Source: an optimization exercise on an open RTL-to-GDS flow (aim: small area). Production flows keep margins and buffers that such runs may drop. The RTL was checked by simulation tests, not by an equivalence proof against the original design. Power figures rest on the tool's default switching activity, not on a simulated workload.

==> flow/design.v <==
`timescale 1ns / 1ps
module ps_tick_gen (
    input       iClk,
    input       iRst,
    input       iRun,
    input       iClear,
    output reg  oTick
);
    reg rCnt;
    always @(posedge iClk, posedge iRst)
    begin
        if (iRst) begin
            rCnt  <= 1'b0;
            oTick <= 1'b0;
        end else if (iRun) begin
            rCnt  <= ~rCnt;
            oTick <= rCnt;
        end else if (iClear)
            rCnt  <= 1'b0;
        else
            oTick <= 1'b0;
    end
endmodule
module ps_counter #(
    parameter N    = 100,
    parameter W    = 7,
    parameter INIT = 0
) (
    input               iClk,
    input               iRst,
    input               iClear,
    input               iDown,
    input               iInc,
    input               iDec,
    input               iTick,
    output reg [W-1:0]  oTime,
    output reg          oTick
);
    wire        wTop = (oTime == N - 1);
    wire        wBot = (oTime == 0);
    wire        wDn  = !iInc & (iDec | iDown);
    wire        wEv  = iInc | iDec | iTick;
    wire [W-1:0] wStep = oTime + (wDn ? {W{1'b1}} : {{(W-1){1'b0}}, 1'b1});
    wire [W-1:0] wNxt  = wDn ? (wBot ? N - 1 : wStep) : (wTop ? {W{1'b0}} : wStep);
    always @(posedge iClk, posedge iRst)
    begin
        if (iRst) begin
            oTime <= INIT;
            oTick <= 1'b0;
        end else begin
            if (iClear)
                oTime <= {W{1'b0}};
            else if (wEv)
                oTime <= wNxt;
            oTick <= iTick & (iDown ? wBot : wTop);
        end
    end
endmodule
module ps_time #(
    parameter HOUR_INIT = 0
) (
    input           iClk,
    input           iRst,
    input           iClear,
    input           iDown,
    input           iTick,
    input           iSec_Up,
    input           iSec_Down,
    input           iMin_Up,
    input           iMin_Down,
    input           iHour_Up,
    input           iHour_Down,
    output  [6:0]   omSec,
    output  [5:0]   oSec,
    output  [5:0]   oMin,
    output  [4:0]   oHour
);
    wire wT1, wT2, wT3;
    ps_counter #(.N(100), .W(7), .INIT(0)) U_mSec (
        .iClk(iClk), .iRst(iRst), .iClear(iClear), .iDown(iDown),
        .iInc(1'b0), .iDec(1'b0), .iTick(iTick), .oTime(omSec), .oTick(wT1));
    ps_counter #(.N(60), .W(6), .INIT(0)) U_Sec (
        .iClk(iClk), .iRst(iRst), .iClear(iClear), .iDown(iDown),
        .iInc(iSec_Up), .iDec(iSec_Down), .iTick(wT1), .oTime(oSec), .oTick(wT2));
    ps_counter #(.N(60), .W(6), .INIT(0)) U_Min (
        .iClk(iClk), .iRst(iRst), .iClear(iClear), .iDown(iDown),
        .iInc(iMin_Up), .iDec(iMin_Down), .iTick(wT2), .oTime(oMin), .oTick(wT3));
    ps_counter #(.N(24), .W(5), .INIT(HOUR_INIT)) U_Hour (
        .iClk(iClk), .iRst(iRst), .iClear(iClear), .iDown(iDown),
        .iInc(iHour_Up), .iDec(iHour_Down), .iTick(wT3), .oTime(oHour), .oTick());
endmodule
module ps_bin2bcd (
    input   [7:0]   iBin,
    output  [3:0]   oOnes,
    output  [3:0]   oTens,
    output  [3:0]   oHund
);
    function [3:0] fAdd3(input [3:0] iD);
        case (iD)
            4'd5    : fAdd3 = 4'd8;
            4'd6    : fAdd3 = 4'd9;
            4'd7    : fAdd3 = 4'd10;
            4'd8    : fAdd3 = 4'd11;
            4'd9    : fAdd3 = 4'd12;
            default : fAdd3 = iD;
        endcase
    endfunction
    reg [19:0] rS;
    integer i;
    always @(*)
    begin
        rS = {12'd0, iBin};
        for (i = 0; i < 8; i = i + 1) begin
            rS[11:8]  = fAdd3(rS[11:8]);
            rS[15:12] = fAdd3(rS[15:12]);
            rS[19:16] = fAdd3(rS[19:16]);
            rS = rS << 1;
        end
    end
    assign oOnes = rS[11:8];
    assign oTens = rS[15:12];
    assign oHund = rS[19:16];
endmodule
module ps_base (
    input           iClk,
    input           iRst,
    input           iFPGA_Btn_U,
    input           iFPGA_Btn_D,
    input           iFPGA_Btn_L,
    input           iFPGA_Btn_R,
    output          oBtn_U,
    output          oBtn_D,
    output          oBtn_L,
    output          oBtn_R,
    output  [2:0]   oSel,
    output          oDot
);
    reg     [2:0]   rDiv;
    always @(posedge iClk, posedge iRst)
    begin
        if (iRst)
            rDiv <= 3'd0;
        else if (rDiv[2] & rDiv[1])
            rDiv <= 3'd1;
        else
            rDiv <= rDiv + 1'b1;
    end
    wire wSample   = rDiv[2] & rDiv[1];
    wire wStrobe   = (rDiv == 3'd1);
    wire wScanTick = ~rDiv[0] & (rDiv[2] | rDiv[1]);
    reg     [2:0]   rRunU, rRunD, rRunL, rRunR;
    always @(posedge iClk, posedge iRst)
    begin
        if (iRst) begin
            rRunU <= 3'b000;
            rRunD <= 3'b000;
            rRunL <= 3'b000;
            rRunR <= 3'b000;
        end else if (wSample) begin
            rRunU <= iFPGA_Btn_U ? {rRunU[2] | rRunU[1], rRunU[0], ~rRunU[2]} : 3'b000;
            rRunD <= iFPGA_Btn_D ? {rRunD[2] | rRunD[1], rRunD[0], ~rRunD[2]} : 3'b000;
            rRunL <= iFPGA_Btn_L ? {rRunL[2] | rRunL[1], rRunL[0], ~rRunL[2]} : 3'b000;
            rRunR <= iFPGA_Btn_R ? {rRunR[2] | rRunR[1], rRunR[0], ~rRunR[2]} : 3'b000;
        end
    end
    wire wBtn_U = wStrobe & (rRunU == 3'b110);
    wire wBtn_D = wStrobe & (rRunD == 3'b110);
    wire wBtn_L = wStrobe & (rRunL == 3'b110);
    wire wBtn_R = wStrobe & (rRunR == 3'b110);
    reg     [7:0]   rScan;
    always @(posedge iClk, posedge iRst)
    begin
        if (iRst)
            rScan <= 8'd0;
        else if (wScanTick)
            rScan <= (rScan == 8'd199) ? 8'd0 : rScan + 1'b1;
    end
    wire    [2:0]   wSel = rScan[2:0];
    wire            wDot = (rScan >= 8'd50 && rScan < 8'd100) || (rScan >= 8'd150);
    assign oBtn_U = wBtn_U;
    assign oBtn_D = wBtn_D;
    assign oBtn_L = wBtn_L;
    assign oBtn_R = wBtn_R;
    assign oSel   = wSel;
    assign oDot   = wDot;
endmodule
module ps_clock (
    input           iClk,
    input           iRst,
    input           wClock,
    input           iSet,
    input           wBtn_U,
    input           wBtn_D,
    input           wBtn_L,
    input           wBtn_R,
    output  [1:0]   oSet,
    output  [6:0]   wmSec_CLK,
    output  [5:0]   wSec_CLK,
    output  [5:0]   wMin_CLK,
    output  [4:0]   wHour_CLK,
    output          wClk_Tick
);
    wire            wClk_Set = wClock & iSet;
    reg     [1:0]   rClk_St;         
    always @(posedge iClk, posedge iRst)
    begin
        if (iRst)
            rClk_St <= 2'b00;
        else case (rClk_St)
            2'b00 : if (wClk_Set) rClk_St <= 2'b10;
            2'b10 : if (wBtn_R) rClk_St <= 2'b01;
                    else if (!wClk_Set) rClk_St <= 2'b00;
            2'b01 : if (wBtn_L) rClk_St <= 2'b10;
                    else if (!wClk_Set) rClk_St <= 2'b00;
            default : ;
        endcase
    end
    wire    [1:0]   wCLK_Set = rClk_St;
    wire            wClk_Hour = (rClk_St == 2'b10);
    wire            wClk_Min  = (rClk_St == 2'b01);
    ps_tick_gen U_Clk_Tick (.iClk(iClk), .iRst(iRst), .iRun(!wClk_Set),
                            .iClear(1'b0), .oTick(wClk_Tick));
    ps_time #(.HOUR_INIT(12)) U_Clk_Time (
        .iClk(iClk), .iRst(iRst), .iClear(1'b0), .iDown(1'b0), .iTick(wClk_Tick),
        .iSec_Up(1'b0), .iSec_Down(1'b0),
        .iMin_Up(wClk_Min & wBtn_U & wClock), .iMin_Down(wClk_Min & wBtn_D & wClock),
        .iHour_Up(wClk_Hour & wBtn_U & wClock), .iHour_Down(wClk_Hour & wBtn_D & wClock),
        .omSec(wmSec_CLK), .oSec(wSec_CLK), .oMin(wMin_CLK), .oHour(wHour_CLK));
    assign oSet = wCLK_Set;
endmodule
module ps_stopwatch (
    input           iClk,
    input           iRst,
    input           wSW,
    input           wBtn_L,
    input           wBtn_R,
    output  [6:0]   wmSec_SW,
    output  [5:0]   wSec_SW,
    output  [5:0]   wMin_SW,
    output  [4:0]   wHour_SW
);
    reg     [1:0]   rSW_St;
    always @(posedge iClk, posedge iRst)
    begin
        if (iRst)
            rSW_St <= 2'b00;
        else case (rSW_St)
            2'b01 : if (wBtn_R && wSW) rSW_St <= 2'b00;
            2'b10 : rSW_St <= 2'b11;
            default : if (wBtn_L && wSW) rSW_St <= 2'b10;
                      else if (wBtn_R && wSW) rSW_St <= 2'b01;
                      else rSW_St <= 2'b00;
        endcase
    end
    wire            wSW_Run   = (rSW_St == 2'b01);
    wire            wSW_Clear = (rSW_St == 2'b11);
    wire            wSW_Tick;
    ps_tick_gen U_SW_Tick (.iClk(iClk), .iRst(iRst), .iRun(wSW_Run),
                           .iClear(wSW_Clear), .oTick(wSW_Tick));
    ps_time #(.HOUR_INIT(0)) U_SW_Time (
        .iClk(iClk), .iRst(iRst), .iClear(wSW_Clear), .iDown(1'b0), .iTick(wSW_Tick),
        .iSec_Up(1'b0), .iSec_Down(1'b0), .iMin_Up(1'b0), .iMin_Down(1'b0),
        .iHour_Up(1'b0), .iHour_Down(1'b0),
        .omSec(wmSec_SW), .oSec(wSec_SW), .oMin(wMin_SW), .oHour(wHour_SW));
endmodule
module ps_timer (
    input           iClk,
    input           iRst,
    input           wTimer,
    input           iSet,
    input           wBtn_U,
    input           wBtn_D,
    input           wBtn_L,
    input           wBtn_R,
    output  [1:0]   wTIMER_Set,
    output  [6:0]   wmSec_TM,
    output  [5:0]   wSec_TM,
    output  [5:0]   wMin_TM,
    output  [4:0]   wHour_TM,
    output          wTm_End
);
    localparam  T_TIMER = 3'd0, T_RUN = 3'd1, T_CLEAR = 3'd2, T_HOUR = 3'd3,
                T_MIN = 3'd4, T_SEC = 3'd5, T_END = 3'd6, T_TCLR = 3'd7;
    reg     [2:0]   rTm_St;
    wire            wTm_Set = wTimer & iSet;
    wire            wTm_Zero;
    always @(posedge iClk, posedge iRst)
    begin
        if (iRst)
            rTm_St <= T_TIMER;
        else case (rTm_St)
            T_TIMER, T_TCLR :
                if (wTm_Set) rTm_St <= T_SEC;
                else if (wBtn_L && wTimer) rTm_St <= T_CLEAR;
                else if (wBtn_R && wTimer) rTm_St <= T_RUN;
                else rTm_St <= T_TIMER;
            T_RUN :
                if (wBtn_R && wTimer) rTm_St <= T_TIMER;
                else if (wTm_Zero) rTm_St <= T_END;
            T_CLEAR :
                rTm_St <= T_TCLR;
            T_HOUR :
                if (wBtn_R) rTm_St <= T_MIN;
                else if (!iSet && wTimer) rTm_St <= T_TIMER;
            T_MIN :
                if (wBtn_R) rTm_St <= T_SEC;
                else if (wBtn_L) rTm_St <= T_HOUR;
                else if (!iSet && wTimer) rTm_St <= T_TIMER;
            T_SEC :
                if (wBtn_L) rTm_St <= T_MIN;
                else if (!iSet && wTimer) rTm_St <= T_TIMER;
            default :    
                if (wBtn_U) rTm_St <= T_TIMER;
        endcase
    end
    wire            wTm_Run   = (rTm_St == T_RUN);
    wire            wTm_Clear = (rTm_St == T_TCLR);
    assign wTm_End   = (rTm_St == T_END);
    wire            wTm_Hour  = (rTm_St == T_HOUR);
    wire            wTm_Min   = (rTm_St == T_MIN);
    wire            wTm_Sec   = (rTm_St == T_SEC);
    assign wTIMER_Set = wTm_Hour ? 2'b10 : wTm_Min ? 2'b01 : wTm_Sec ? 2'b11 : 2'b00;
    wire            wTm_Tick;
    ps_tick_gen U_Tm_Tick (.iClk(iClk), .iRst(iRst), .iRun(wTm_Run),
                           .iClear(wTm_Clear), .oTick(wTm_Tick));
    ps_time #(.HOUR_INIT(0)) U_Tm_Time (
        .iClk(iClk), .iRst(iRst), .iClear(wTm_Clear), .iDown(wTm_Run), .iTick(wTm_Tick),
        .iSec_Up(wTm_Sec & wBtn_U & wTimer), .iSec_Down(wTm_Sec & wBtn_D & wTimer),
        .iMin_Up(wTm_Min & wBtn_U & wTimer), .iMin_Down(wTm_Min & wBtn_D & wTimer),
        .iHour_Up(wTm_Hour & wBtn_U & wTimer), .iHour_Down(wTm_Hour & wBtn_D & wTimer),
        .omSec(wmSec_TM), .oSec(wSec_TM), .oMin(wMin_TM), .oHour(wHour_TM));
    assign wTm_Zero = (wmSec_TM == 0) && (wSec_TM == 0) && (wMin_TM == 0) && (wHour_TM == 0);
endmodule
module ps_ultra (
    input           iClk,
    input           iRst,
    input           wUltra,
    input           wBtn_R,
    input           wClk_Tick,
    input           iEcho,
    output          oTrig,
    output  [8:0]   oDistance
);
    wire            wUs_Tick;
    ps_tick_gen U_Us_Tick (.iClk(iClk), .iRst(iRst), .iRun(wUltra),
                           .iClear(!wUltra), .oTick(wUs_Tick));
    localparam  U_IDLE = 3'd0, U_START = 3'd1, U_DETECT = 3'd2, U_END = 3'd3, U_ERROR = 3'd4;
    reg     [2:0]   rUs_St;
    reg     [9:0]   rUs_Q;           
    reg     [5:0]   rUs_R;           
    reg             rEcho_Prev;
    reg     [12:0]  rUs_TO;
    reg     [5:0]   rUs_Auto;
    reg     [8:0]   rUs_Dist;
    reg     [2:0]   rUs_St_N;
    reg     [9:0]   rUs_Q_N;
    reg     [5:0]   rUs_R_N;
    reg     [12:0]  rUs_TO_N;
    reg     [5:0]   rUs_Auto_N;
    function [5:0] fStep6(input [5:0] iS);
        fStep6 = {iS[4:0], ~(iS[5] ^ iS[4])};
    endfunction
    function [12:0] fStep13(input [12:0] iS);
        fStep13 = {iS[11:0], ~(iS[12] ^ iS[3] ^ iS[2] ^ iS[0])};
    endfunction
    wire            wmSec = wClk_Tick;
    wire            wQ_Wrap = (rUs_Q == 10'd564) && (rUs_R == 6'd37);    
    wire            wR_Top  = (rUs_R == 6'd21);                            
    always @(*)
    begin
        rUs_St_N   = rUs_St;
        rUs_Q_N    = rUs_Q;
        rUs_R_N    = rUs_R;
        rUs_TO_N   = rUs_TO;
        rUs_Auto_N = rUs_Auto;
        case (rUs_St)
            U_IDLE, U_ERROR : begin
                if (rUs_St == U_IDLE && wUltra && wBtn_R)
                    rUs_St_N = U_START;
                else if (wmSec) begin
                    if (rUs_Auto == 6'd19) begin           
                        rUs_St_N   = U_START;
                        rUs_Auto_N = 6'd0;
                    end else
                        rUs_Auto_N = fStep6(rUs_Auto);
                end
            end
            U_START, U_DETECT : begin
                if (rUs_St == U_START) begin
                    if (wUs_Tick) begin
                        if (rUs_R == 6'd47) begin          
                            rUs_St_N = U_DETECT;
                            rUs_R_N  = 6'd0;
                            rUs_TO_N = 13'd0;
                        end else
                            rUs_R_N  = fStep6(rUs_R);
                    end
                end else begin
                    if (wUs_Tick && iEcho) begin
                        if (wQ_Wrap) begin
                            rUs_Q_N = 10'd0;
                            rUs_R_N = 6'd0;
                        end else if (wR_Top) begin
                            rUs_Q_N = rUs_Q + 1'b1;
                            rUs_R_N = 6'd0;
                        end else
                            rUs_R_N = fStep6(rUs_R);
                    end else if (rEcho_Prev && !iEcho) begin
                        rUs_St_N = U_END;
                        rUs_R_N  = 6'd0;
                        rUs_TO_N = 13'd0;
                    end
                end
                if (wmSec) begin
                    rUs_TO_N = fStep13(rUs_TO);
                    if (rUs_TO == 13'd5900) begin       
                        rUs_St_N = U_ERROR;
                        rUs_Q_N  = 10'd0;
                        rUs_R_N  = 6'd0;
                        rUs_TO_N = 13'd0;
                    end
                end
            end
            U_END : begin
                if (wmSec) begin
                    if (rUs_R == 6'd20) begin          
                        rUs_St_N = U_START;
                        rUs_Q_N  = 10'd0;
                        rUs_R_N  = 6'd0;
                    end else
                        rUs_R_N  = fStep6(rUs_R);
                end
            end
            default : ;
        endcase
    end
    always @(posedge iClk, posedge iRst)
    begin
        if (iRst) begin
            rUs_St     <= U_IDLE;
            rUs_Q      <= 10'd0;
            rUs_R      <= 6'd0;
            rUs_TO     <= 13'd0;
            rUs_Auto   <= 6'd0;
            rUs_Dist   <= 9'd0;
        end else begin
            rUs_St     <= rUs_St_N;
            rUs_Q      <= rUs_Q_N;
            rUs_R      <= rUs_R_N;
            rUs_TO     <= rUs_TO_N;
            rUs_Auto   <= rUs_Auto_N;
            if (rUs_St == U_END || rUs_St == U_ERROR)
                rUs_Dist <= rUs_Q[8:0];
        end
    end
    assign  oTrig = (rUs_St == U_START);
    always @(posedge iClk)
        rEcho_Prev <= iEcho;
    assign oDistance = rUs_Dist;
endmodule
module ps_dht (
    input           iClk,
    input           iRst,
    input           wDHT,
    input           wBtn_R,
    input           iDHT_In,
    output          oDHT_Out,
    output          oDHT_En,
    output  [31:0]  oData
);
    function [5:0] fStep6(input [5:0] iS);
        fStep6 = {iS[4:0], ~(iS[5] ^ iS[4])};
    endfunction
    wire            wDht_Tick;
    ps_tick_gen U_Dht_Tick (.iClk(iClk), .iRst(iRst), .iRun(wDHT),
                            .iClear(!wDHT), .oTick(wDht_Tick));
    localparam  D_IDLE = 3'd0, D_START = 3'd1, D_WAIT = 3'd2, D_SYNCL = 3'd3,
                D_SYNCH = 3'd4, D_DATA = 3'd5, D_CHECK = 3'd6, D_ERROR = 3'd7;
    reg             rSync1, rSync2, rPrev;
    reg             rEn;
    reg     [2:0]   rD_St;
    reg     [7:0]   rD_Tick;
    reg     [5:0]   rD_Cnt;
    reg     [39:0]  rData;
    reg     [13:0]  rD_Auto;
    reg             rEn_N;
    reg     [2:0]   rD_St_N;
    reg     [7:0]   rD_Tick_N;
    reg     [5:0]   rD_Cnt_N;
    reg     [39:0]  rData_N;
    reg     [13:0]  rD_Auto_N;
    function [6:0] fStep7(input [6:0] iS);
        fStep7 = {iS[5:0], ~(iS[6] ^ iS[5])};
    endfunction
    wire    [13:0]  wAuto_Inc = (rD_Auto[6:0] == 7'd75)                          
                              ? {fStep7(rD_Auto[13:7]), 7'd0}
                              : {rD_Auto[13:7], fStep7(rD_Auto[6:0])};
    wire            wAuto_Idle = (rD_Auto == {7'd22, 7'd0});                     
    wire            wAuto_Err  = (rD_Auto[13:7] != 7'd0);                        
    wire            wLine = rSync2;
    wire            wValid = (rData[7:0] == (rData[39:32] + rData[31:24] + rData[23:16] + rData[15:8]));
    always @(*)
    begin
        rEn_N     = rEn;
        rD_St_N   = rD_St;
        rD_Tick_N = rD_Tick;
        rD_Cnt_N  = rD_Cnt;
        rData_N   = rData;
        rD_Auto_N = rD_Auto;
        case (rD_St)
            D_IDLE : begin
                if (wBtn_R && wDHT) begin
                    rD_St_N = D_START;
                    rEn_N   = 1'b1;
                end
                if (wDht_Tick) begin
                    rD_Auto_N = wAuto_Inc;
                    if (wAuto_Idle) begin
                        rD_St_N   = D_START;
                        rD_Auto_N = 14'd0;
                        rEn_N     = 1'b1;
                    end
                end
            end
            D_START : begin
                if (wDht_Tick) begin
                    if (rD_Tick >= 8'd179) begin
                        rD_Tick_N = 8'd0;
                        rD_St_N   = D_WAIT;
                    end else
                        rD_Tick_N = rD_Tick + 1'b1;
                end
            end
            D_WAIT : begin
                if (wDht_Tick) begin
                    if (rD_Tick >= 8'd2) begin
                        rD_Tick_N = 8'd0;
                        rD_St_N   = D_SYNCL;
                        rEn_N     = 1'b0;
                    end else
                        rD_Tick_N = rD_Tick + 1'b1;
                end
            end
            D_SYNCL, D_SYNCH : begin
                if (wDht_Tick)
                    rD_Tick_N = rD_Tick + 1'b1;
                if (rD_St == D_SYNCL ? (!rPrev && wLine && rD_Tick >= 8'd5)
                                     : (rPrev && !wLine && rD_Tick >= 8'd5)) begin
                    rD_St_N   = (rD_St == D_SYNCL) ? D_SYNCH : D_DATA;
                    rD_Tick_N = 8'd0;
                end
            end
            D_DATA : begin
                if (wDht_Tick && wLine)
                    rD_Tick_N = rD_Tick + 1'b1;
                if (rPrev && !wLine) begin
                    if (rD_Cnt == 6'd45) begin       
                        rD_St_N  = D_CHECK;
                        rD_Cnt_N = 6'd0;
                    end else
                        rD_Cnt_N = fStep6(rD_Cnt);
                    rD_Tick_N = 8'd0;
                    rData_N   = {rData[38:0], (rD_Tick >= 8'd4)};
                end
            end
            D_CHECK : begin
                if (wValid) begin
                    rD_St_N = D_IDLE;
                    rEn_N   = 1'b1;
                end else begin
                    rD_St_N   = D_ERROR;
                    rD_Tick_N = 8'd0;
                end
            end
            default : begin      
                if (wBtn_R)
                    rD_St_N = D_IDLE;
                if (wDht_Tick) begin
                    rD_Auto_N = wAuto_Inc;
                    if (wAuto_Err) begin
                        rD_St_N   = D_IDLE;
                        rD_Tick_N = 8'd0;
                        rD_Cnt_N  = 6'd0;
                        rData_N   = 40'd0;
                        rD_Auto_N = 14'd0;
                    end
                end
            end
        endcase
    end
    always @(posedge iClk, posedge iRst)
    begin
        if (iRst) begin
            rEn     <= 1'b1;
            rD_St   <= D_IDLE;
            rD_Tick <= 8'd0;
            rD_Cnt  <= 6'd0;
            rData   <= 40'd0;
            rD_Auto <= 14'd0;
        end else begin
            rEn     <= rEn_N;
            rD_St   <= rD_St_N;
            rD_Tick <= rD_Tick_N;
            rD_Cnt  <= rD_Cnt_N;
            rData   <= rData_N;
            rD_Auto <= rD_Auto_N;
        end
    end
    assign  oDHT_En  = rEn;
    always @(posedge iClk)
    begin
        rSync1 <= iDHT_In;
        rSync2 <= rSync1;
        rPrev  <= rSync2;
    end
    assign  oDHT_Out = (rD_St != D_START);
    assign oData = rData[39:8];
endmodule
module ps_display (
    input   [4:0]   iMode,
    input   [1:0]   wCLK_Set,
    input   [1:0]   wTIMER_Set,
    input   [6:0]   wmSec_CLK,
    input   [5:0]   wSec_CLK,
    input   [5:0]   wMin_CLK,
    input   [4:0]   wHour_CLK,
    input   [6:0]   wmSec_SW,
    input   [5:0]   wSec_SW,
    input   [5:0]   wMin_SW,
    input   [4:0]   wHour_SW,
    input   [6:0]   wmSec_TM,
    input   [5:0]   wSec_TM,
    input   [5:0]   wMin_TM,
    input   [4:0]   wHour_TM,
    input   [8:0]   rUs_Dist,
    input   [31:0]  wDHT_Data,
    input           wTm_End,
    input   [2:0]   wSel,
    input           wDot,
    output  [3:0]   oFnd_Com,
    output  [7:0]   oFnd_Data,
    output  [3:0]   oLed_Alarm,
    output  [9:0]   oLed
);
    reg     [31:0]  rMode_Data;
    always @(*)
    begin
        case (iMode[4:1])
            4'b0001 : rMode_Data = {8'b0, wHour_SW, wMin_SW, wSec_SW, wmSec_SW};
            4'b0010 : rMode_Data = {8'b0, wHour_TM, wMin_TM, wSec_TM, wmSec_TM};
            4'b0100 : rMode_Data = {23'b0, rUs_Dist};
            4'b1000 : rMode_Data = wDHT_Data;
            default : rMode_Data = {8'b0, wHour_CLK, wMin_CLK, wSec_CLK, wmSec_CLK};
        endcase
    end
    wire    [1:0]   wMode_Set = (iMode[2:1] == 2'b10) ? wTIMER_Set : wCLK_Set;
    reg     [2:0]   rView;
    always @(*)
    begin
        case ({iMode[4], iMode[3], iMode[0], wMode_Set})
            5'h04, 5'h07 : rView = 3'd1;
            5'h06   : rView = 3'd2;
            5'h05   : rView = 3'd3;
            5'h03   : rView = 3'd4;
            5'h08, 5'h0c : rView = 3'd5;
            5'h10   : rView = 3'd6;
            5'h14   : rView = 3'd7;
            default : rView = 3'd0;
        endcase
    end
    reg     [2:0]   rKind;
    reg             rHigh;       
    always @(*)
    begin
        rHigh = wSel[1];
        rKind = {2'b00, wSel[0]};
        case (rView)
            3'd2 : if (wDot && wSel[1]) rKind = 3'd3;            
            3'd3 : if (wDot && !wSel[1]) rKind = 3'd3;           
            3'd4 : if (wDot && wSel[1]) rKind = 3'd3;            
            3'd5 : begin
                rHigh = 1'b0;
                if (wSel[1:0] == 2'd2) rKind = 3'd2;
                else if (wSel[1:0] == 2'd3) rKind = 3'd5;
            end
            default : if (wSel[2]) rKind = (wSel[1:0] == 2'd2) ? 3'd4 : 3'd3;
        endcase
    end
    reg     [7:0]   rBin;
    always @(*)
    begin
        case (rView)
            3'd1, 3'd2, 3'd3 : rBin = rHigh ? {3'b0, rMode_Data[23:19]} : {2'b0, rMode_Data[18:13]};
            3'd5    : rBin = rMode_Data[7:0];
            3'd6    : rBin = rHigh ? rMode_Data[15:8] : rMode_Data[7:0];
            3'd7    : rBin = rHigh ? rMode_Data[31:24] : rMode_Data[23:16];
            default : rBin = rHigh ? {2'b0, rMode_Data[12:7]} : {1'b0, rMode_Data[6:0]};
        endcase
    end
    wire    [3:0]   wOnes, wTens, wHund;
    ps_bin2bcd U_BCD (.iBin(rBin), .oOnes(wOnes), .oTens(wTens), .oHund(wHund));
    reg     [3:0]   rDigit;
    always @(*)
    begin
        case (rKind)
            3'd0    : rDigit = wOnes;
            3'd1    : rDigit = wTens;
            3'd2    : rDigit = wHund;
            3'd4    : rDigit = {3'b111, wDot};
            3'd5    : rDigit = 4'h0;
            default : rDigit = 4'he;
        endcase
    end
    reg     [7:0]   rSeg;
    always @(*)
    begin
        case (rDigit)
            4'h1    : rSeg = 8'hf9;
            4'h2    : rSeg = 8'ha4;
            4'h3    : rSeg = 8'hb0;
            4'h4    : rSeg = 8'h99;
            4'h5    : rSeg = 8'h92;
            4'h6    : rSeg = 8'h82;
            4'h7    : rSeg = 8'hf8;
            4'h8    : rSeg = 8'h80;
            4'h9    : rSeg = 8'h90;
            4'he    : rSeg = 8'hff;
            4'hf    : rSeg = 8'h7f;
            default : rSeg = 8'hc0;
        endcase
    end
    assign  oFnd_Data = rSeg;
    assign  oFnd_Com  = ~(4'b0001 << wSel[1:0]);
    assign  oLed_Alarm = wTm_End ? (wDot ? 4'b1010 : 4'b0101) : 4'b0000;
    reg     [9:0]   rLed;
    always @(*)
    begin
        case (iMode)
            5'h00   : rLed = 10'b00_0000_0001;
            5'h01   : rLed = 10'b00_0000_0010;
            5'h02   : rLed = 10'b00_0000_0100;
            5'h03   : rLed = 10'b00_0000_1000;
            5'h04   : rLed = 10'b00_0001_0000;
            5'h05   : rLed = 10'b00_0010_0000;
            5'h08   : rLed = 10'b00_0100_0000;
            5'h09   : rLed = 10'b00_1000_0000;
            5'h10   : rLed = 10'b01_0000_0000;
            5'h11   : rLed = 10'b10_0000_0000;
            default : rLed = 10'b00_0000_0000;
        endcase
    end
    assign  oLed = rLed;
endmodule
module Project_Sensor(
    input           iClk,
    input           iRst,
    input           iSet,
    input   [4:0]   iMode,
    input           iFPGA_Btn_U,
    input           iFPGA_Btn_D,
    input           iFPGA_Btn_R,
    input           iFPGA_Btn_L,
    output  [3:0]   oFnd_Com,
    output  [7:0]   oFnd_Data,
    output  [3:0]   oLed_Alarm,
    output  [9:0]   oLed,
    input           iEcho,
    output          oTrig,
    input           iDHT_In,
    output          oDHT_Out,
    output          oDHT_En
    );
    wire wClock = (iMode[4:1] == 4'b0000);
    wire wSW    = (iMode[4:1] == 4'b0001);
    wire wTimer = (iMode[4:1] == 4'b0010);
    wire wUltra = (iMode[4:1] == 4'b0100);
    wire wDHT   = (iMode[4:1] == 4'b1000);
    wire            wBtn_U, wBtn_D, wBtn_L, wBtn_R;
    wire    [2:0]   wSel;
    wire            wDot;
    ps_base U_Base (
        .iClk(iClk), .iRst(iRst),
        .iFPGA_Btn_U(iFPGA_Btn_U), .iFPGA_Btn_D(iFPGA_Btn_D),
        .iFPGA_Btn_L(iFPGA_Btn_L), .iFPGA_Btn_R(iFPGA_Btn_R),
        .oBtn_U(wBtn_U), .oBtn_D(wBtn_D), .oBtn_L(wBtn_L), .oBtn_R(wBtn_R),
        .oSel(wSel), .oDot(wDot));
    wire    [1:0]   wCLK_Set;
    wire    [6:0]   wmSec_CLK;
    wire    [5:0]   wSec_CLK, wMin_CLK;
    wire    [4:0]   wHour_CLK;
    wire            wClk_Tick;
    ps_clock U_Clock (
        .iClk(iClk), .iRst(iRst), .wClock(wClock), .iSet(iSet),
        .wBtn_U(wBtn_U), .wBtn_D(wBtn_D), .wBtn_L(wBtn_L), .wBtn_R(wBtn_R),
        .oSet(wCLK_Set), .wmSec_CLK(wmSec_CLK), .wSec_CLK(wSec_CLK),
        .wMin_CLK(wMin_CLK), .wHour_CLK(wHour_CLK), .wClk_Tick(wClk_Tick));
    wire    [6:0]   wmSec_SW;
    wire    [5:0]   wSec_SW, wMin_SW;
    wire    [4:0]   wHour_SW;
    ps_stopwatch U_SW (
        .iClk(iClk), .iRst(iRst), .wSW(wSW), .wBtn_L(wBtn_L), .wBtn_R(wBtn_R),
        .wmSec_SW(wmSec_SW), .wSec_SW(wSec_SW), .wMin_SW(wMin_SW), .wHour_SW(wHour_SW));
    wire    [1:0]   wTIMER_Set;
    wire    [6:0]   wmSec_TM;
    wire    [5:0]   wSec_TM, wMin_TM;
    wire    [4:0]   wHour_TM;
    wire            wTm_End;
    ps_timer U_Timer (
        .iClk(iClk), .iRst(iRst), .wTimer(wTimer), .iSet(iSet),
        .wBtn_U(wBtn_U), .wBtn_D(wBtn_D), .wBtn_L(wBtn_L), .wBtn_R(wBtn_R),
        .wTIMER_Set(wTIMER_Set), .wmSec_TM(wmSec_TM), .wSec_TM(wSec_TM),
        .wMin_TM(wMin_TM), .wHour_TM(wHour_TM), .wTm_End(wTm_End));
    wire    [8:0]   wDist;
    ps_ultra U_Ultra (
        .iClk(iClk), .iRst(iRst), .wUltra(wUltra), .wBtn_R(wBtn_R),
        .wClk_Tick(wClk_Tick), .iEcho(iEcho), .oTrig(oTrig), .oDistance(wDist));
    wire    [31:0]  wDHT_Data;
    ps_dht U_DHT (
        .iClk(iClk), .iRst(iRst), .wDHT(wDHT), .wBtn_R(wBtn_R), .iDHT_In(iDHT_In),
        .oDHT_Out(oDHT_Out), .oDHT_En(oDHT_En), .oData(wDHT_Data));
    ps_display U_Disp (
        .iMode(iMode), .wCLK_Set(wCLK_Set), .wTIMER_Set(wTIMER_Set),
        .wmSec_CLK(wmSec_CLK), .wSec_CLK(wSec_CLK), .wMin_CLK(wMin_CLK), .wHour_CLK(wHour_CLK),
        .wmSec_SW(wmSec_SW), .wSec_SW(wSec_SW), .wMin_SW(wMin_SW), .wHour_SW(wHour_SW),
        .wmSec_TM(wmSec_TM), .wSec_TM(wSec_TM), .wMin_TM(wMin_TM), .wHour_TM(wHour_TM),
        .rUs_Dist(wDist), .wDHT_Data(wDHT_Data), .wTm_End(wTm_End),
        .wSel(wSel), .wDot(wDot),
        .oFnd_Com(oFnd_Com), .oFnd_Data(oFnd_Data), .oLed_Alarm(oLed_Alarm), .oLed(oLed));
endmodule
==> flow/flow/run.sh <==
#!/bin/bash
# Layout flow: the standard ORFS flow (standard.sh) with three changes:
#  - synthesis maps logic with an area-oriented ABC script (flow/abc_area.script);
#    everything else in synthesis, including the registers, is the standard synthesis;
#  - ports are buffered with the smallest buffer (sky130_fd_sc_hd__buf_1);
#  - CTS uses small leaf buffers, larger sink clusters and no dummy loads.
# Each tool's output goes to the ORFS logs under orfs/logs; make's own output to flow_make.log.
set -euo pipefail
cd "$(dirname "$0")/.."
export BUFFER_PORTS_ARGS="-buffer_cell sky130_fd_sc_hd__buf_1"
W=$PWD

cat > "$W/flow_synth.tcl" <<EOT
proc abc {args} {
  set i [lsearch -exact \$args -script]
  if {\$i >= 0} { lset args [expr {\$i + 1}] {$W/flow/abc_area.script} }
  puts "abc with area script: \$args"
  yosys abc {*}\$args
}
source {$W/synth_recipe.tcl}
EOT

sed -E "s#SYNTH_SCRIPT=[^ ]+#SYNTH_SCRIPT=$W/flow_synth.tcl#" standard.sh > flow_standard.sh
grep -q "SYNTH_SCRIPT=$W/flow_synth.tcl" flow_standard.sh

CTS="-sink_clustering_enable -repair_clock_nets -dont_use_dummy_load -buf_list sky130_fd_sc_hd__clkbuf_8 -sink_clustering_size 12 -sink_clustering_max_diameter 60"
export CTS_ARGS="$CTS"
bash flow_standard.sh finish > "$W/flow_make.log" 2>&1
==> flow/flow/abc_area.script <==
strash
&get -n
&fraig -x
&put
dc2
strash
&get -n
&dc2
&dch -f
&nf -R 1000
&put
strash
&get -n
&dc2
&dch -f
&nf -R 1000
&put
==> flow/standard.sh <==
#!/bin/bash
# synth_recipe.tcl (not shown) runs the flow's synth.tcl, then flattens the netlist and writes it again
# the make line also repeats each setting of config.mk as NAME=value (left out here)
make -C /OpenROAD-flow-scripts/flow DESIGN_CONFIG=/design/flow/config.mk WORK_HOME=/design/flow/orfs CLKGATE_MAP_FILE= SYNTH_SCRIPT=/design/flow/synth_recipe.tcl "${@:-finish}"
==> flow/config.mk <==
export PLATFORM = sky130hd
export DESIGN_NAME = Project_Sensor
export DESIGN_NICKNAME = Project_Sensor
export VERILOG_FILES = /design/flow/design.v
export SDC_FILE = /design/flow/constraint.sdc
export NUM_CORES = 4
export LEC_CHECK = 0
export ABC_AREA = 1
export CAP_MARGIN = 20
export CORE_MARGIN = 2
export CORE_UTILIZATION = 40
export SLEW_MARGIN = 20
==> flow/constraint.sdc <==
create_clock -name core_clock -period 14.0 [get_ports {iClk}]
set_input_delay 2.8000 -clock core_clock [delete_from_list [all_inputs] [get_ports {iClk}]]
set_output_delay 2.8000 -clock core_clock [all_outputs]
set_load 0.01 [all_outputs]
==> impl_metrics.tcl, run 1 <==
set metrics [dict create \
    dr_wl_met2_um 17800 \
    ios 43 \
    antenna_found_initial 0 \
    critPathKind "in -> out" \
    path_depth 38 \
    clockPowerShare 0.199 \
    grt_pass1_vias 12000 \
    synth_top_cell_by_area "dfrtp_1" \
    holdPathStages 0 \
    max_slew_margin 0.294 \
    setup_violations 0 \
    synthCells 1685 \
    cap_violations 0 \
    critPathTopFamily "compound AO/OA/AOI/OAI gates" \
    grt_max_degree 127 \
    syn-num-nets 1791 \
    synth_edf_count 0 \
    dieArea_um2 38400 \
    finalClockSkew_ns 0.0840 \
    clock-sinks 244 \
    yosys_warnings 13 \
    rr_worst_depth 19 \
    final_cell_mix "nand2_1, dfrtp_1, nor2_1" \
    highest_layer "met4" \
    crit_arrival_ns 9.91 \
    rows 70 \
    rsz0062_at_grt "no" \
    cts_buffer_depth 3 \
    stdcell_count 2238 \
    cts_resized 0 \
    cts_setup_buffers 0 \
    synthDistinctLibCells 67 \
    drcViolationCount 0 \
    final_common_cell "nand2_1" \
    comb_power_share 0.361 \
    rr_endpoint "U_DHT.rD_Tick[7]" \
    worstPathMaxFanout 9 \
    p_int_w 0.00128 \
    peakVddDrop_mv 0.0681 \
    fin_crit_ns 12.71 \
    via_count 12800 \
    dp.cells 2209 \
    cts_tree "yes" \
    syn_area_per_cell_um2 8.76 \
    cts_buffers 28 \
    hold_class "reg -> reg" \
    syn_area_um2 14800 \
    tightestPinTransition_ns 1.05 \
    area_growth_pct 8.72 \
    worstPathRequired_ns 11.20 \
    ys.flop_type "dfrtp_1" \
    die_h_um 196 \
    async_reset_ff_frac 0.984 \
    place.gp.congestion 0.921 \
    p_per_area_nw_per_um2 132 \
    final.period_utilization 0.908 \
    yosysSeqAreaShare 0.413 \
    max_freq_mhz 78.7 \
    path_buf_inv 7 \
    initial_core_util 0.405 \
    numPortBuffers 42 \
    slowest_delay_ns 0.44 \
    drive_gt1_frac 0.0305 \
    synthTopCellsByArea "dfrtp_1, nand2_1, ha_1" \
    core_area_um2 36400 \
    pwr-share-seq 0.440 \
    cp-endpoint "oFnd_Data[3]" \
    wl_per_cell_um 17.6 \
    status "finished clean" \
    hold_viol 0 \
    final_core_util 0.440 \
    dr_wl_met3_um 1970 \
    synth-seq-cells 244 \
    swShare 0.398 \
    p_leak_nw 7.03 \
    drt-met1-wl_um 18900 \
    clkTransAtPathRegs_ns 0.08 \
    firstDrtPassIters 7 \
    r2r_slack_ns 9.01 \
    drtIter0Drc 1101 \
    grt_pass1_wl_um 64800 \
    drv_slew 0 \
    drt_wl_total_um 39400 \
    vias_per_cell 5.71 \
    layout.nets 1877 \
    die_w_um 196 \
    cp-start-kind "input pin" \
    htreeDepth 1 \
    synth_top_cell_area_share 0.402 \
    cp-end-kind "output port" \
    power_switching_w 0.000845 \
    clockRootBuffer "clkbuf_8" \
    crit_path_frequent_cell "nand2_1" \
    cts_hold_buffers 0 \
    hpwlAfterDp_um 29100 \
    worst_skew_pair.late_latency_ns 0.61 \
    ant_nets 0 \
    tns_ns 0 \
    grtUsageTotal 0.208 \
    cp-startpoint "iMode[2]" \
    grt-ovfl-total 0 \
    cp_slowest_cell "nor2b_1" \
    r2r_start "U_DHT.rData[9]" \
]
[state kept, by name, indices dropped and copies added, names as in the netlist, 7 cells and up]
signal                           count
U_Base.rScan                         8
U_Clock.U_Clk_Time.U_mSec.oTime      7
U_DHT.rD_Auto                       14
U_DHT.rD_Tick                        8
U_DHT.rData                         40
U_SW.U_SW_Time.U_mSec.oTime          7
U_Timer.U_Tm_Time.U_mSec.oTime       7
U_Ultra.rUs_Dist                     9
U_Ultra.rUs_Q                       10
U_Ultra.rUs_TO                      13
[metrics by stage]
stage | cell area, um2 | hold WS (ns) | worst slack (ns) | total power [W]
after global routing | 16000 | 0.372 | 0.410 | 0.00230
after CTS | 16000 | 0.368 | 1.43 | 0.00214
after detailed placement | 15600 | 0.339 | 1.47 | 0.00171
after global placement | 15600 | 0.339 | 1.73 | 0.00169
final | 16000 | 0.363 | 1.29 | 0.00212
after floorplan | 14800 | 0.310 | 0.920 | 0.00150
[per-layer routing]
metal  track usage  up-vias
met5             0        -
met4        0.0421        0
met3        0.0222       53
met2         0.332      247
met1         0.306     6204
li1              -     6265
[cell type report]
cell class,count,area [um2]
fill,3599,20400
multi-input combinational,1376,8460
sequential,244,6090
tap,468,586
clock buffer,28,385
timing repair buffer,58,278
inverter,63,244
antenna,1,2.50
[power by group through the flow]
stage / sequential, W / combinational [W] / clock (W)
finish: 0.000933 / 0.000767 / 0.000423
global route: 0.000954 / 0.000882 / 0.000465
CTS: 0.000932 / 0.000767 / 0.000441
detailed placement: 0.000945 / 0.000764 / 0
global placement: 0.000943 / 0.000744 / 0
floorplan: 0.000907 / 0.000589 / 0
[worst min path at each step]
stage / start / slack [ns] / to
floorplan: U_DHT.rSync1 / 0.31 / U_DHT.rSync2
global placement: U_DHT.rSync1 / 0.34 / U_DHT.rSync2
CTS: U_DHT.rSync1 / 0.37 / U_DHT.rSync2
global route: U_DHT.rSync1 / 0.37 / U_DHT.rSync2
finish: U_DHT.rSync1 / 0.36 / U_DHT.rSync2
detailed placement: U_DHT.rSync1 / 0.34 / U_DHT.rSync2
[cell usage after synthesis (12+ instances only)]
| master | count |
|---|---|
| and3_1 | 29 |
| nand4_1 | 18 |
| xor2_1 | 19 |
| o21a_1 | 13 |
| nand2_1 | 275 |
| fa_1 | 20 |
| nor3_1 | 55 |
| a31oi_1 | 26 |
| clkinv_1 | 63 |
| a22o_1 | 20 |
| nor2_1 | 194 |
| nand2b_1 | 12 |
| nand3_1 | 53 |
| a21oi_1 | 135 |
| and2_0 | 24 |
| a21o_1 | 18 |
| nand3b_1 | 12 |
| nor2b_1 | 16 |
| nor4_1 | 16 |
| ha_1 | 72 |
| mux2_1 | 16 |
| dfrtp_1 | 237 |
| o21ai_0 | 117 |
| xnor2_1 | 44 |
| a22oi_1 | 15 |
| a222oi_1 | 16 |
[cell families after synthesis]
logic type	share of synthesized area
buffers and inverters	0.0170
AOI/OAI and AO/OA	0.193
and+or+nand+nor	0.233
DFF	0.413
muxes	0.0183
xor gates and xnor gates	0.0374
adders and majority gates	0.0882
==> run 2, diff against run 1 <==
==> flow/flow/abc_area.script (replaced) <==
strash
&get -n
&fraig -x
&deepsyn -T 60
&put
strash
&get -n
&dc2
&dch -f
&nf -R 1000
&put
strash
&get -n
&dc2
&dch -f
&nf -R 1000
&put
==> run 2 against run 1 <==
Register-to-register slack gained 0.06 ns. Area after synthesis shrank 5.2%. Routed wire length shrank 5.9%. Cell area shrank 5.3%. Sequential share of layout area grew 2.1 points. Maximum frequency grew 5.5%. Final cell count shrank 11%. Die area shrank 5.1%. Clock skew shrank 0.041 ns. Critical path depth shrank 7. Clock power grew 0.9%. Critical endpoint is now oFnd_Data[4]. Largest cell class unchanged. Largest power group unchanged.
==> impl_metrics.tcl, run 2 <==
set metrics [dict create \
    status "finished clean" \
    layout.nets 1647 \
    cap_violations 0 \
    yosysSeqAreaShare 0.435 \
    synthTopCellsByArea "dfrtp_1, ha_1, a22o_1" \
    max_slew_margin 0.252 \
    clockRootBuffer "clkbuf_8" \
    antenna_cells 0 \
    async_reset_ff_frac 0.984 \
    worst_skew_pair.late_latency_ns 0.60 \
    die_h_um 191 \
    rsz0062_at_grt "no" \
    setup_violations 0 \
    reg.largest.list "U_DHT.rData: 40 flops, U_DHT.rD_Auto: 14 flops, U_Ultra.rUs_TO: 13 flops" \
    peakVddDrop_mv 0.180 \
    rows 68 \
    ant_nets 0 \
    grtUsageTotal 0.207 \
    synth_adder_area_share 0.0931 \
    synth-seq-cells 244 \
    clockPowerShare 0.224 \
    comb_power_share 0.316 \
    numPortBuffers 42 \
    cp-start-kind "input pin" \
    yosysMostFrequentCell "dfrtp_1" \
    grt_pass1_vias 11100 \
    wl_per_cell_um 18.6 \
    cts_resized 0 \
    grt-ovfl-total 0 \
    synth_top_family_by_area "compound AO/OA/AOI/OAI gates" \
    dieArea_um2 36500 \
    power_switching_w 0.000718 \
    synth-compound-area-share 0.209 \
    synth_top_cell_area_share 0.424 \
    drt_wl_total_um 37100 \
    initial_core_util 0.406 \
    final_common_cell "dfrtp_1" \
    core_area_um2 34500 \
    swShare 0.376 \
    p_leak_nw 6.82 \
    drcViolationCount 0 \
    p_int_w 0.00119 \
    worstPathRequired_ns 11.20 \
    drive_gt1_frac 0.0299 \
    antenna_found_initial 0 \
    p_per_area_nw_per_um2 126 \
    synth_xor_area_frac 0.0426 \
    cp-end-kind "output port" \
    area_growth_pct 8.65 \
    synthCells 1461 \
    final_core_util 0.441 \
    hold_viol 0 \
    place.gp.congestion 0.894 \
    syn_area_per_cell_um2 9.57 \
    die_w_um 191 \
    tns_ns 0 \
    vias_per_cell 5.79 \
    cp_slowest_cell "nor4_2" \
    cts_hold_buffers 0 \
    ys.flop_type "dfrtp_1" \
    clock-sinks 244 \
    grt_pass1_wl_um 60000 \
    max_freq_mhz 83.0 \
    pwr-share-seq 0.460 \
    largest_reg_flops 40 \
    cts_buffer_depth 3 \
    tightestPinTransition_ns 1.12 \
    hold_class "reg -> reg" \
    grt_max_degree 107 \
    drtIter0Drc 1023 \
    fin_crit_ns 12.05 \
    synth_edf_count 0 \
    hpwlAfterDp_um 27200 \
    finalClockSkew_ns 0.0425 \
    htreeDepth 1 \
    cts_setup_buffers 0 \
    syn-num-nets 1567 \
    registers.top_by_ff_count "U_DHT.rData" \
    slowest_delay_ns 0.89 \
    worstPathMaxFanout 13 \
    synth_top_cell_by_area "dfrtp_1" \
    cts_buffers 29 \
    final.period_utilization 0.861 \
    synth.area.mux_share 0.0124 \
    via_count 11500 \
    syn_area_um2 14000 \
    drv_slew 0 \
    synthDistinctLibCells 57 \
    crit_path_frequent_cell "o21ai_0" \
    dp.cells 1965 \
    synthSimpleGateAreaFrac 0.189 \
    synth_common_cells "dfrtp_1, nor2_1, nand2_1" \
    critPathKind "in -> out" \
    ios 43 \
    stdcell_count 1994 \
    cts_tree "yes" \
    clkTransAtPathRegs_ns 0.08 \
    final_cell_mix "dfrtp_1, nor2_1, nand2_1" \
    crit_arrival_ns 9.25 \
    yosys_warnings 13 \
    firstDrtPassIters 9 \
    whs_ns 0.367 \
]
## run 2: worst paths after layout
kind	depth (start not counted)	end	startpoint	slack, ns
worst max-delay path	31	oFnd_Data[4]	iMode[2]	1.95
worst min-delay path	0	U_DHT.rSync2	U_DHT.rSync1	0.37
worst max register to register	21	U_DHT.rD_Tick[7]	U_DHT.rData[9]	9.07
worst min register to register	0	U_DHT.rSync2	U_DHT.rSync1	0.37
max in group asynchronous	3	U_Clock.U_Clk_Time.U_Hour.oTime[1]	iRst	10.13
min in group asynchronous	2	U_DHT.rD_Cnt[2]	iRst	2.36
## run 2: cell families (layout without fill, tap and decap cells)
family / after synthesis / after routing
AOI/OAI and AO/OA: 426 / 426
xor gates and xnor gates: 68 / 68
adders and majority gates: 92 / 92
buffers and inverters: 68 / 146
DFF: 244 / 244
muxes: 16 / 16
and+or+nand+nor: 547 / 547
## run 2: stage by stage
stage,total power (W),cell area (um2),worst slack [ns]
finish,0.00191,15200,1.95
global route,0.00206,15200,1.20
CTS,0.00193,15200,2.09
detailed placement,0.00149,14800,2.14
global placement,0.00148,14800,2.44
floorplan,0.00131,14000,1.81
## run 2: critical path, delay by kind of cell
family	cells	cell delay (ns)
buf+inv	5	1.00
xor+xnor	1	0.27
mux	1	0.37
simple gates	10	2.48
fa+ha+maj	1	0.17
compound gates	13	2.15
## run 2: power groups by stage
stage	combinational [W]	sequential, W	clock [W]
global placement	0.000584	0.000893	0
global route	0.000691	0.000891	0.000476
detailed placement	0.000601	0.000893	0
floorplan	0.000462	0.000850	0
CTS	0.000602	0.000880	0.000451
finish	0.000603	0.000879	0.000427
## run 2: metal layers
layer  routed length [um]  up-vias  share of wire  GRT usage
met5                    0        -              0          0
met4                 1410        0          0.038     0.0799
met3                 1960       67          0.053     0.0352
met2                16800      340           0.45      0.330
met1                16900     5579           0.46      0.282
li1                     -     5552              -          -
## run 2: layout make-up
class	instances	area [um2]
Clock buffer	29	399
Fill cell	3363	19300
Inverter	66	255
Multi-Input combinational cell	1149	7650
Sequential cell	244	6090
Tap cell	455	569
Timing Repair Buffer	51	225
==> run 3, diff against run 2 <==
--- a/flow/flow/run.sh
+++ b/flow/flow/run.sh
@@ -1,7 +1,9 @@
 #!/bin/bash
-# Layout flow: the standard ORFS flow (standard.sh) with three changes:
-#  - synthesis maps logic with an area-oriented ABC script (flow/abc_area.script);
-#    everything else in synthesis, including the registers, is the standard synthesis;
+# Layout flow: the standard ORFS flow (standard.sh) with these changes:
+#  - synthesis maps logic with an area-oriented ABC script (flow/abc_area.script), and
+#    leaves adders to ABC instead of mapping them to half/full-adder cells first
+#    (ADDER_MAP_FILE empty); everything else in synthesis, including the registers,
+#    is the standard synthesis;
 #  - ports are buffered with the smallest buffer (sky130_fd_sc_hd__buf_1);
 #  - CTS uses small leaf buffers, larger sink clusters and no dummy loads.
 # Each tool's output goes to the ORFS logs under orfs/logs; make's own output to flow_make.log.
@@ -25,4 +27,4 @@
 
 CTS="-sink_clustering_enable -repair_clock_nets -dont_use_dummy_load -buf_list sky130_fd_sc_hd__clkbuf_8 -sink_clustering_size 12 -sink_clustering_max_diameter 60"
 export CTS_ARGS="$CTS"
-bash flow_standard.sh finish > "$W/flow_make.log" 2>&1
+bash flow_standard.sh finish ADDER_MAP_FILE= > "$W/flow_make.log" 2>&1
==> run 3 against run 2 <==
Total power up 7.0%. Via count down 5.7%. Flip-flop and latch count unchanged. Sequential share of layout area up 3.9 points. Global-route usage up 0.30 points. Largest cell class unchanged. Hold slack worse by 0.020 ns. Critical path type unchanged. Setup slack worse by 0.42 ns. Combinational power up 22%.
==> impl_metrics.tcl, run 3 <==
set metrics [dict create \
    max_slew_margin 0.308 \
    ant_nets 0 \
    wl_per_cell_um 18.8 \
    synth-compound-area-share 0.220 \
    crit_path_frequent_cell "nor2b_1" \
    htreeDepth 1 \
    vias_per_cell 5.89 \
    cp-start-kind "input pin" \
    core_area_um2 31500 \
    r2r_start "U_DHT.rData[26]" \
    rows 65 \
    synth_top_cell_area_share 0.466 \
    worstPathRequired_ns 11.20 \
    yosysSeqAreaShare 0.478 \
    cts_buffer_depth 3 \
    cp_slowest_cell "nor3b_1" \
    layout.nets 1462 \
    cts_resized 0 \
    clockPowerShare 0.189 \
    yosys_warnings 13 \
    highest_layer "met4" \
    place.gp.congestion 0.927 \
    initial_core_util 0.404 \
    worstPathMaxFanout 11 \
    dieArea_um2 33300 \
    final.period_utilization 0.891 \
    dr_wl_met3_um 2360 \
    finalClockSkew_ns 0.0493 \
    numPortBuffers 42 \
    registers.top_by_ff_count "U_DHT.rData" \
    min_to "U_DHT.rSync2" \
    grt_pass1_wl_um 56300 \
    pwr-share-seq 0.450 \
    firstDrtPassIters 6 \
    synth_top_family_by_area "simple AND/OR/NAND/NOR gates" \
    grtUsageTotal 0.210 \
    cap_violations 0 \
    synthCells 1371 \
    die_w_um 182 \
    dr_wl_met2_um 15200 \
    yosysMostFrequentCell "dfrtp_1" \
    hold_class "reg -> reg" \
    syn-num-nets 1385 \
    synth_common_cells "dfrtp_1, nor2_1, nand2_1" \
    drtIter0Drc 1018 \
    grt_pass1_vias 10300 \
    rsz0062_at_grt "no" \
    antenna_cells 0 \
    tightestPinTransition_ns 1.04 \
    slowest_delay_ns 0.83 \
    crit_arrival_ns 9.67 \
    worst_skew_pair.late_latency_ns 0.56 \
    p_leak_nw 6.04 \
    clockRootBuffer "clkbuf_8" \
    setup_violations 0 \
    max_freq_mhz 80.2 \
    cts_buffers 24 \
    pre_cts_ws_ns 1.71 \
    p_int_w 0.00124 \
    hpwlAfterDp_um 25100 \
    ios 43 \
    cts_setup_buffers 0 \
    synth_top_cell_by_area "dfrtp_1" \
    synth_adder_area_share 0.00157 \
    rr_worst_depth 21 \
    r2r_slack_ns 9.19 \
    drt_wl_total_um 34700 \
    status "finished clean" \
    syn_area_per_cell_um2 9.28 \
    synth_xor_area_frac 0.0495 \
    synthDistinctLibCells 66 \
    drv_slew 0 \
    grt_max_degree 104 \
    synth_edf_count 0 \
    cp-end-kind "output port" \
    die_h_um 182 \
    synthTopCellsByArea "dfrtp_1, a22o_1, nor2_1" \
    holdPathStages 0 \
    worst_slack_ns 1.53 \
    antenna_found_initial 1 \
    drive_gt1_frac 0.0311 \
    cts_hold_buffers 0 \
    tns_ns 0 \
    clkTransAtPathRegs_ns 0.09 \
    hold_viol 0 \
    drt-met1-wl_um 16500 \
    drcViolationCount 0 \
    via_count 10900 \
    rr_endpoint "U_DHT.rD_Tick[7]" \
    critPathKind "in -> out" \
    ys.flop_type "dfrtp_1" \
    fin_crit_ns 12.47 \
    p_per_area_nw_per_um2 148 \
    grt-ovfl-total 0 \
    final_cell_mix "dfrtp_1, nor2_1, nand2_1" \
    cts_tree "yes" \
    nFillCells 3023 \
    synth.area.mux_share 0.0137 \
    hp-start "U_DHT.rSync1" \
    synth-seq-cells 244 \
    swShare 0.394 \
    power_w 0.00204 \
    final_common_cell "dfrtp_1" \
    async_reset_ff_frac 0.984 \
    peakVddDrop_mv 0.106 \
    comb_power_share 0.361 \
    reg.largest.list "U_DHT.rData: 40 flops, U_DHT.rD_Auto: 14 flops, U_Ultra.rUs_TO: 13 flops" \
    largest_reg_flops 40 \
    synthSimpleGateAreaFrac 0.229 \
    power_switching_w 0.000804 \
    area_growth_pct 8.65 \
    syn_area_um2 12700 \
    clock-sinks 244 \
]
==> run 3: per-layer routing <==
layer  GRT usage  vias up
met2       0.319      309
li1            -     5258
met5           0        -
met1       0.310     5272
met3      0.0375       39
met4      0.0542        0
==> run 3: cell families after synthesis <==
family / count (synthesis)
compound gates: 415
xor+xnor: 72
fa+ha+maj: 2
buf+inv: 25
flops: 244
mux: 16
simple gates: 597
==> run 3: worst max-delay path by stage <==
stage,from,end,slack (ns)
2_1_floorplan,iMode[2],oFnd_Data[0],0.75
3_3_place_gp,iMode[2],oFnd_Data[4],1.97
3_5_place_dp,iMode[2],oFnd_Data[4],1.71
4_1_cts,iMode[2],oFnd_Data[4],1.66
5_1_grt,iMode[2],oFnd_Data[4],0.70
6_report,iMode[2],oFnd_Data[4],1.53
==> run 3: power by group through the flow <==
stage,combinational [W],sequential [W],clock (W)
6_report,0.000738,0.000920,0.000386
5_1_grt,0.000825,0.000940,0.000429
4_1_cts,0.000734,0.000918,0.000405
3_5_place_dp,0.000731,0.000930,0
3_3_place_gp,0.000723,0.000931,0
2_1_floorplan,0.000544,0.000894,0
==> run 3: worst max-delay path: cells and delay by family <==
family	cells	cell delay, ns
xor gates and xnor gates	2	0.48
and+or+nand+nor	14	3.28
buffers and inverters	3	0.72
AOI/OAI and AO/OA	13	2.38
==> run 3: final cells by class <==
cell class | count | area (um2) | area share
timing repair buffer | 53 | 240 | 0.0174
clock buffer | 24 | 330 | 0.0239
inverter | 23 | 93.8 | 0.00678
sequential | 244 | 6090 | 0.440
multi-input combinational | 1102 | 6570 | 0.475
tap | 402 | 503 | 0.0364
==> run 3: stage by stage <==
| stage | instance area [um2] | hold WS, ns | std cells | util |
|---|---|---|---|---|
| 2_1_floorplan | 12700 | 0.310 | 1371 | - |
| 3_3_place_gp | 13500 | 0.312 | 1824 | 0.429 |
| 3_5_place_dp | 13500 | 0.330 | 1824 | 0.429 |
| 4_1_cts | 13800 | 0.351 | 1848 | 0.439 |
| 5_1_grt | 13800 | 0.353 | 1848 | 0.439 |
| 6_report | 13800 | 0.348 | 1848 | 0.439 |
==> run 4, diff against run 3 <==
--- a/flow/flow/run.sh
+++ b/flow/flow/run.sh
@@ -25,6 +25,6 @@
 sed -E "s#SYNTH_SCRIPT=[^ ]+#SYNTH_SCRIPT=$W/flow_synth.tcl#" standard.sh > flow_standard.sh
 grep -q "SYNTH_SCRIPT=$W/flow_synth.tcl" flow_standard.sh
 
-CTS="-sink_clustering_enable -repair_clock_nets -dont_use_dummy_load -buf_list sky130_fd_sc_hd__clkbuf_8 -sink_clustering_size 12 -sink_clustering_max_diameter 60"
+CTS="-sink_clustering_enable -repair_clock_nets -dont_use_dummy_load -buf_list sky130_fd_sc_hd__clkbuf_8 -sink_clustering_size 16 -sink_clustering_max_diameter 60"
 export CTS_ARGS="$CTS"
 bash flow_standard.sh finish ADDER_MAP_FILE= > "$W/flow_make.log" 2>&1
==> run 4 against run 3 <==
Global-route usage shrank 0.28 points. Total power down 3.9%. Sequential power is 0.9% lower. First-iteration DRC count shrank 7.9%. Via count up 0.40%. Core utilization rose by 0.16 points. Critical path depth grew 1. Still clean. Clock skew rose by 0.0042 ns. Combinational power decreased by 11%. Critical endpoint is now oFnd_Data[0].
==> impl_metrics.tcl, run 4 <==
set metrics [dict create \
    synth_top_cell_area_share 0.468 \
    status "finished clean" \
    cts_setup_buffers 0 \
    synthSimpleGateAreaFrac 0.231 \
    syn_area_um2 12700 \
    die_h_um 182 \
    yosysSeqAreaShare 0.481 \
    setup_violations 0 \
    p_per_area_nw_per_um2 142 \
    die_w_um 182 \
    synth_top_cell_by_area "dfrtp_1" \
    synth_top_family_by_area "simple AND/OR/NAND/NOR gates" \
    initial_core_util 0.404 \
    crit_path_frequent_cell "nand2_1" \
    grt_pass1_wl_um 55200 \
    grt-ovfl-total 0 \
    antenna_found_initial 0 \
    grt_max_degree 98 \
    final_area_um2 13800 \
    core_area_um2 31400 \
    drive_gt1_frac 0.0357 \
    cp-start-kind "input pin" \
    largest_reg_flops 40 \
    antenna_cells 0 \
    drt_wl_total_um 34300 \
    rows 65 \
    dpl_cell_area_um2 13500 \
    clockRootBuffer "clkbuf_8" \
    registers.top_by_ff_count "U_DHT.rData" \
    yosys_warnings 13 \
    ant_nets 0 \
    ios 43 \
    tns_ns 0 \
    cts_hold_buffers 0 \
    ys.flop_type "dfrtp_1" \
    dieArea_um2 33100 \
    cap_violations 0 \
    final_core_util 0.441 \
    vias_per_cell 5.96 \
    grt_pass1_vias 10000 \
    cp-end-kind "output port" \
    path_buf_inv 3 \
    cp-startpoint "iMode[2]" \
    synth_xor_area_frac 0.0456 \
    nFillCells 3065 \
    p_leak_nw 5.97 \
    hp-start "U_DHT.rSync1" \
    syn-num-nets 1364 \
    numPortBuffers 42 \
    worst_skew_pair.late_latency_ns 0.57 \
    worstPathMaxFanout 10 \
    firstDrtPassIters 10 \
    fin_crit_ns 12.58 \
    final_common_cell "dfrtp_1" \
    area_growth_pct 9.27 \
    cp_slowest_cell "a2111oi_0" \
    synthCells 1350 \
    place.gp.congestion 0.899 \
    clkTransAtPathRegs_ns 0.06 \
    grtUsageTotal 0.207 \
    hpwlAfterDp_um 24800 \
    synth-seq-cells 244 \
    syn_area_per_cell_um2 9.38 \
    wl_per_cell_um 18.7 \
    final.period_utilization 0.898 \
    cts_resized 0 \
    drtIter0Drc 938 \
    final_cell_mix "dfrtp_1, nor2_1, nand2_1" \
    synthTopCellsByArea "dfrtp_1, a22o_1, nor2_1" \
    drv_slew 0 \
    cts_buffers 25 \
    layout.nets 1446 \
    finalClockSkew_ns 0.0535 \
    synth-compound-area-share 0.220 \
    critPathTopFamily "compound AO/OA/AOI/OAI gates" \
    synthDistinctLibCells 68 \
    synth_adder_area_share 0.00237 \
    clock-sinks 244 \
    yosysMostFrequentCell "dfrtp_1" \
    htreeDepth 1 \
    drcViolationCount 0 \
    synth.area.mux_share 0.0128 \
    whs_ns 0.328 \
    max_slew_margin 0.260 \
    async_reset_ff_frac 0.984 \
    critPathKind "in -> out" \
    via_count 10900 \
    power_w 0.00196 \
    worstPathRequired_ns 11.20 \
    hold_viol 0 \
    hold_class "reg -> reg" \
    slowest_delay_ns 0.64 \
    max_freq_mhz 79.5 \
    synth_common_cells "dfrtp_1, nor2_1, nand2_1" \
    rsz0062_at_grt "no" \
    r2r_start "U_DHT.rData[17]" \
    reg.largest.list "U_DHT.rData: 40 flops, U_DHT.rD_Auto: 14 flops, U_Ultra.rUs_TO: 13 flops" \
    cts_tree "yes" \
    crit_arrival_ns 9.78 \
    peakVddDrop_mv 0.135 \
    synth_edf_count 0 \
    cts_buffer_depth 3 \
    tightestPinTransition_ns 1.11 \
]
[run 4: changes by cell type after synthesis, moves of 5 or more]
cell      change
a211oi_1      -5
a21o_1        -6
a21oi_1      -13
and2_0        +6
and3_1        -5
nand2_1      +11
nand2b_1      +8
nor2_1       -15
nor3_1        -9
nor3b_1       +8
or2_0         -9
[run 4: layer usage]
layer  share of wire  GRT usage  wire length, um
met2            0.43      0.308            14700
met5               0          0                0
met1            0.48      0.309            16500
met3           0.063     0.0335             2170
met4           0.029     0.0655              998
[run 4: cell families after synthesis]
family                     count (synthesis)
xor gates and xnor gates                  66
DFF                                      244
and+or+nand+nor                          590
adders and majority gates                  3
buffers and inverters                     21
muxes                                     15
AOI/OAI and AO/OA                        411
[run 4: worst paths after layout]
kind | endpoint | slack (ns) | depth (start not counted)
max | oFnd_Data[0] | 1.42 | 33
min | U_DHT.rSync2 | 0.33 | 0
max reg2reg | U_DHT.rD_Tick[7] | 8.51 | 25
min reg2reg | U_DHT.rSync2 | 0.33 | 0
max in group asynchronous | U_SW.U_SW_Time.U_Sec.oTime[4] | 10.23 | 3
min in group asynchronous | U_Ultra.rUs_Q[6] | 2.34 | 2
[run 4: worst reg2reg max path: cells and delay by family (launching register included)]
kind,cells,cell delay (ns)
simple gates,15,2.87
compound gates,8,1.71
flops,1,0.50
xor+xnor,1,0.19
buf+inv,1,0.08
[run 4: layout make-up]
cell class                 instances  area (um2)  area share
multi-input combinational       1085        6540       0.472
sequential                       244        6090       0.440
tap                              402         503      0.0363
clock buffer                      25         344      0.0249
timing repair buffer              57         294      0.0212
inverter                          19        78.8     0.00569
[run 4: power breakdown]
part | internal (W) | switching (W)
Sequential | 0.000799 | 0.000113
Clock | 0.000158 | 0.000232
Combinational | 0.000264 | 0.000397
[run 4: metrics by stage]
step	cells	setup slack [ns]
floorplan	1350	0.732
global placement	1806	1.85
detailed placement	1806	1.60
CTS	1831	1.54
global route	1832	0.586
finish	1832	1.42

re-timing with driven ports:
In the flow no input, the clock included, has a driving cell. The finished layouts below were timed again as built, in two steps. Step 1 (the two cells are an assumption about what drives the block):
set clk [get_ports {iClk}]
set_driving_cell -lib_cell sky130_fd_sc_hd__clkbuf_16 $clk
set_driving_cell -lib_cell sky130_fd_sc_hd__buf_2 [delete_from_list [all_inputs] $clk]
Step 2 also shifts input and output timing later by t, the mid clock arrival at the registers, as if the neighbouring blocks saw the same clock. a / b / c = ideal / step 1 / step 2; a / b = the first two.
run | t, ns | slack for setup (ns) | worst setup path at the end | pins driven straight from the clock port
run 1 | 0.619 | 1.291 / 1.268 / 1.268 | input to output | 1
run 2 | 0.626 | 1.953 / 1.929 / 1.929 | input to output | 1
run 3 | 0.589 | 1.533 / 1.506 / 1.506 | input to output | 1
run 4 | 0.591 | 1.422 / 1.393 / 1.393 | input to output | 1
After both steps every run listed still meets setup and hold. The setup slack of run 4, which loses most, moves by -0.029 ns with the drivers and by -0.029 ns with both steps.
